Background: an optimization exercise with open tools, aiming at small area. Do not read the settings as production practice.
Only simulation tests tie the RTL to the original design; equivalence was not proved.
Power figures rest on the tool's default switching activity, not on a simulated workload.

==> flow/design.v <==
`timescale 1ns / 1ps
module UART_TOP(
    input clk,
    input reset_p,
    input Rx_x,Rx_y,
    input  [15:0] value,
    output [3:0] com,
    output [7:0] seg_7,
    output hsync,
    output vsync,
    output [11:0] rgb);
    reg [13:0] s;
    wire w = s[12] & s[11] & ~s[8] & s[7] & ~s[6] & ~s[5] & ~s[4]
           & s[3] & ~s[2] & ~s[1] & s[0];
    always @(posedge clk or posedge reset_p)
        if (reset_p) s <= 14'h3912;
        else         s <= {s[12:0], s[13] ^ (s[0] | s[3]) ^ w};
    wire [7:0] pos_x, pos_y;
    UART_RX rx_x(.clk(clk), .reset_p(reset_p), .Rx(Rx_x), .w(w), .Rx_data(pos_x));
    UART_RX rx_y(.clk(clk), .reset_p(reset_p), .Rx(Rx_y), .w(w), .Rx_data(pos_y));
    reg [16:0] d;
    reg first;
    always @(posedge clk or posedge reset_p)
        if (reset_p) begin
            d     <= 17'h1fffe;
            first <= 1'b1;
        end else begin
            d     <= d + 17'd1;
            first <= first & ~d[0];
        end
    wire ev_col = (d[4:0] == 5'd30) & ~first;
    wire ev_com = (&d) & ~first;
    reg [2:0] hm;
    reg [4:0] hq;
    reg [4:0] vr;
    reg [4:0] vq;
    reg hs, vs, box;
    always @(posedge clk or posedge reset_p)
        if (reset_p) begin
            hm <= 0; hq <= 0; vr <= 0; vq <= 0;
        end else if (ev_col) begin
            if (hm != 3'd4) hm <= hm + 3'd1;
            else begin
                hm <= 0;
                if (hq != 5'd19) hq <= hq + 5'd1;
                else begin
                    hq <= 0;
                    if (vq == 5'd17 && vr == 5'd14) begin
                        vq <= 0; vr <= 0;
                    end else if (vr == 5'd29) begin
                        vr <= 0; vq <= vq + 5'd1;
                    end else
                        vr <= vr + 5'd1;
                end
            end
        end
    always @(posedge clk or posedge reset_p)
        if (reset_p) begin
            hs <= 0; vs <= 0; box <= 0;
        end else begin
            hs  <= (hq == 5'd16 && hm >= 3'd2) || hq == 5'd17 || (hq == 5'd18 && hm <= 3'd3);
            vs  <= vq == 5'd17 && (vr == 5'd3 || vr == 5'd4);
            box <= pos_x == {3'd0, hq} && pos_y == {3'd0, vq};
        end
    wire video_on = ~hq[4] & ~vq[4];
    assign hsync = hs;
    assign vsync = vs;
    assign rgb = {12{video_on & box}};
    reg [1:0] digit;
    always @(posedge clk or posedge reset_p)
        if (reset_p)     digit <= 0;
        else if (ev_com) digit <= digit + 2'd1;
    assign com = ~(4'b0001 << digit);
    reg [3:0] hex_value;
    always @(posedge clk)
        case (digit)
            2'd0: hex_value <= pos_x[3:0];
            2'd1: hex_value <= pos_x[7:4];
            2'd2: hex_value <= pos_y[3:0];
            2'd3: hex_value <= pos_y[7:4];
        endcase
    decoder_7seg dec_7seg(.hex_value(hex_value), .seg_7(seg_7));
endmodule
module UART_RX(
    input clk, reset_p,
    input Rx,
    input w,
    output reg [7:0] Rx_data);
    reg [3:0] st;
    always @(posedge clk or posedge reset_p)
        if (reset_p) st <= 4'd15;
        else if (w) begin
            if (st == 4'd8)      st <= 4'd15;
            else if (st != 4'd15 || !Rx) st <= st + 4'd1;
        end
    always @(posedge clk or posedge reset_p)
        if (reset_p) Rx_data <= 0;
        else if (!w && !st[3]) Rx_data[st[2:0]] <= Rx;
endmodule
module decoder_7seg(
    input [3:0] hex_value,
    output reg [7:0] seg_7);
    always @(*) begin
        case(hex_value)
            0  : seg_7 = 8'b0000_0011;   
            1  : seg_7 = 8'b1001_1111;   
            2  : seg_7 = 8'b0010_0101;   
            3  : seg_7 = 8'b0000_1101;   
            4  : seg_7 = 8'b1001_1001;   
            5  : seg_7 = 8'b0100_1001;   
            6  : seg_7 = 8'b0100_0001;   
            7  : seg_7 = 8'b0001_1111;   
            8  : seg_7 = 8'b0000_0001;   
            9  : seg_7 = 8'b0000_1001;   
            10 : seg_7 = 8'b0000_0101;   
            11 : seg_7 = 8'b1100_0001;   
            12 : seg_7 = 8'b0110_0011;   
            13 : seg_7 = 8'b1000_0101;   
            14 : seg_7 = 8'b0110_0001;   
            15 : seg_7 = 8'b0111_0001;   
        endcase
    end
endmodule
==> flow/config.mk <==
export PLATFORM = sky130hd
export DESIGN_NAME = UART_TOP
export DESIGN_NICKNAME = UART_TOP
export VERILOG_FILES = /design/flow/design.v
export SDC_FILE = /design/flow/constraint.sdc
export NUM_CORES = 4
export LEC_CHECK = 0
export CAP_MARGIN = 20
export CORE_MARGIN = 2
export CORE_UTILIZATION = 70
export SLEW_MARGIN = 20
==> flow/constraint.sdc <==
create_clock -name core_clock -period 10.0 [get_ports {clk}]
set_input_delay 2.0000 -clock core_clock [delete_from_list [all_inputs] [get_ports {clk}]]
set_output_delay 2.0000 -clock core_clock [all_outputs]
set_load 0.01 [all_outputs]
run.sh (not shown) runs the stock make flow with config.mk's settings and CLKGATE_MAP_FILE= SYNTH_SCRIPT=/design/flow/synth_recipe.tcl, a recipe that flattens the netlist after the stock synthesis.
==> next run, changes <==
--- a/flow/design.v
+++ b/flow/design.v
@@ -21,4 +21,14 @@
     reg [16:0] d;
     reg first;
+    reg [16:0] d_inc;
+    reg cy;
+    integer i;
+    always @(*) begin
+        cy = 1'b1;
+        for (i = 0; i < 17; i = i + 1) begin
+            d_inc[i] = d[i] ^ cy;
+            cy = cy & d[i];
+        end
+    end
     always @(posedge clk or posedge reset_p)
         if (reset_p) begin
@@ -26,5 +36,5 @@
             first <= 1'b1;
         end else begin
-            d     <= d + 17'd1;
+            d     <= d_inc;
             first <= first & ~d[0];
         end
@@ -89,12 +99,24 @@
     reg [3:0] st;
     always @(posedge clk or posedge reset_p)
-        if (reset_p) st <= 4'd15;
+        if (reset_p) st <= 4'b1001;
         else if (w) begin
-            if (st == 4'd8)      st <= 4'd15;
-            else if (st != 4'd15 || !Rx) st <= st + 4'd1;
+            case (st)
+            4'b0000: st <= 4'b0001;
+            4'b0001: st <= 4'b0010;
+            4'b0010: st <= 4'b0011;
+            4'b0011: st <= 4'b0100;
+            4'b0100: st <= 4'b0101;
+            4'b0101: st <= 4'b0110;
+            4'b0110: st <= 4'b0111;
+            4'b0111: st <= 4'b1000;
+            4'b1000: st <= 4'b1001;
+            default: if (!Rx) st <= 4'b0000;
+            endcase
         end
+    integer i;
     always @(posedge clk or posedge reset_p)
         if (reset_p) Rx_data <= 0;
-        else if (!w && !st[3]) Rx_data[st[2:0]] <= Rx;
+        else for (i = 0; i < 8; i = i + 1)
+            if (!w && st == i) Rx_data[i] <= Rx;
 endmodule
 module decoder_7seg(
=> Maximum frequency goes down slightly; synthesized cell count drops by roughly a tenth; via count shrinks by a little under a tenth; global-route usage shrinks by 0.68 points; hold slack loses 3.1 ps; total power rises by a few percent; final cell count came out lower by a little under a tenth; routed wire length drops by a few percent; area after synthesis shrinks by a few percent; final area decreases by a few percent; setup slack is worse by 45 ps; non-clock buffer count is unchanged.

port drivers added, routing unchanged:
How much do the figures lean on ideal ports? The routed layouts below were timed once more, with nothing changed but the port constraints.
Step 1 (the two cells are an assumption about what drives the block):
set clk [get_ports {clk}]
set_driving_cell -lib_cell sky130_fd_sc_hd__clkbuf_16 $clk
set_driving_cell -lib_cell sky130_fd_sc_hd__buf_2 [delete_from_list [all_inputs] $clk]
Step 2 adds t to the input delays and takes it off the output delays; t is the mean of the earliest and latest rising clock arrival at the registers after step 1. Input paths then give back, and output paths get back, about the clock's delay inside the block.
Slacks: ideal ports / drivers / drivers and shift; pairs: ideal ports / drivers.
run	shift t [ns]	slack for setup (ns)	worst setup path after step 2
the first run	0.389	5.974 / 5.942 / 6.331	register to output
the second run	0.375	5.929 / 5.896 / 6.271	register to output
After both steps setup and hold are still met in every run listed.
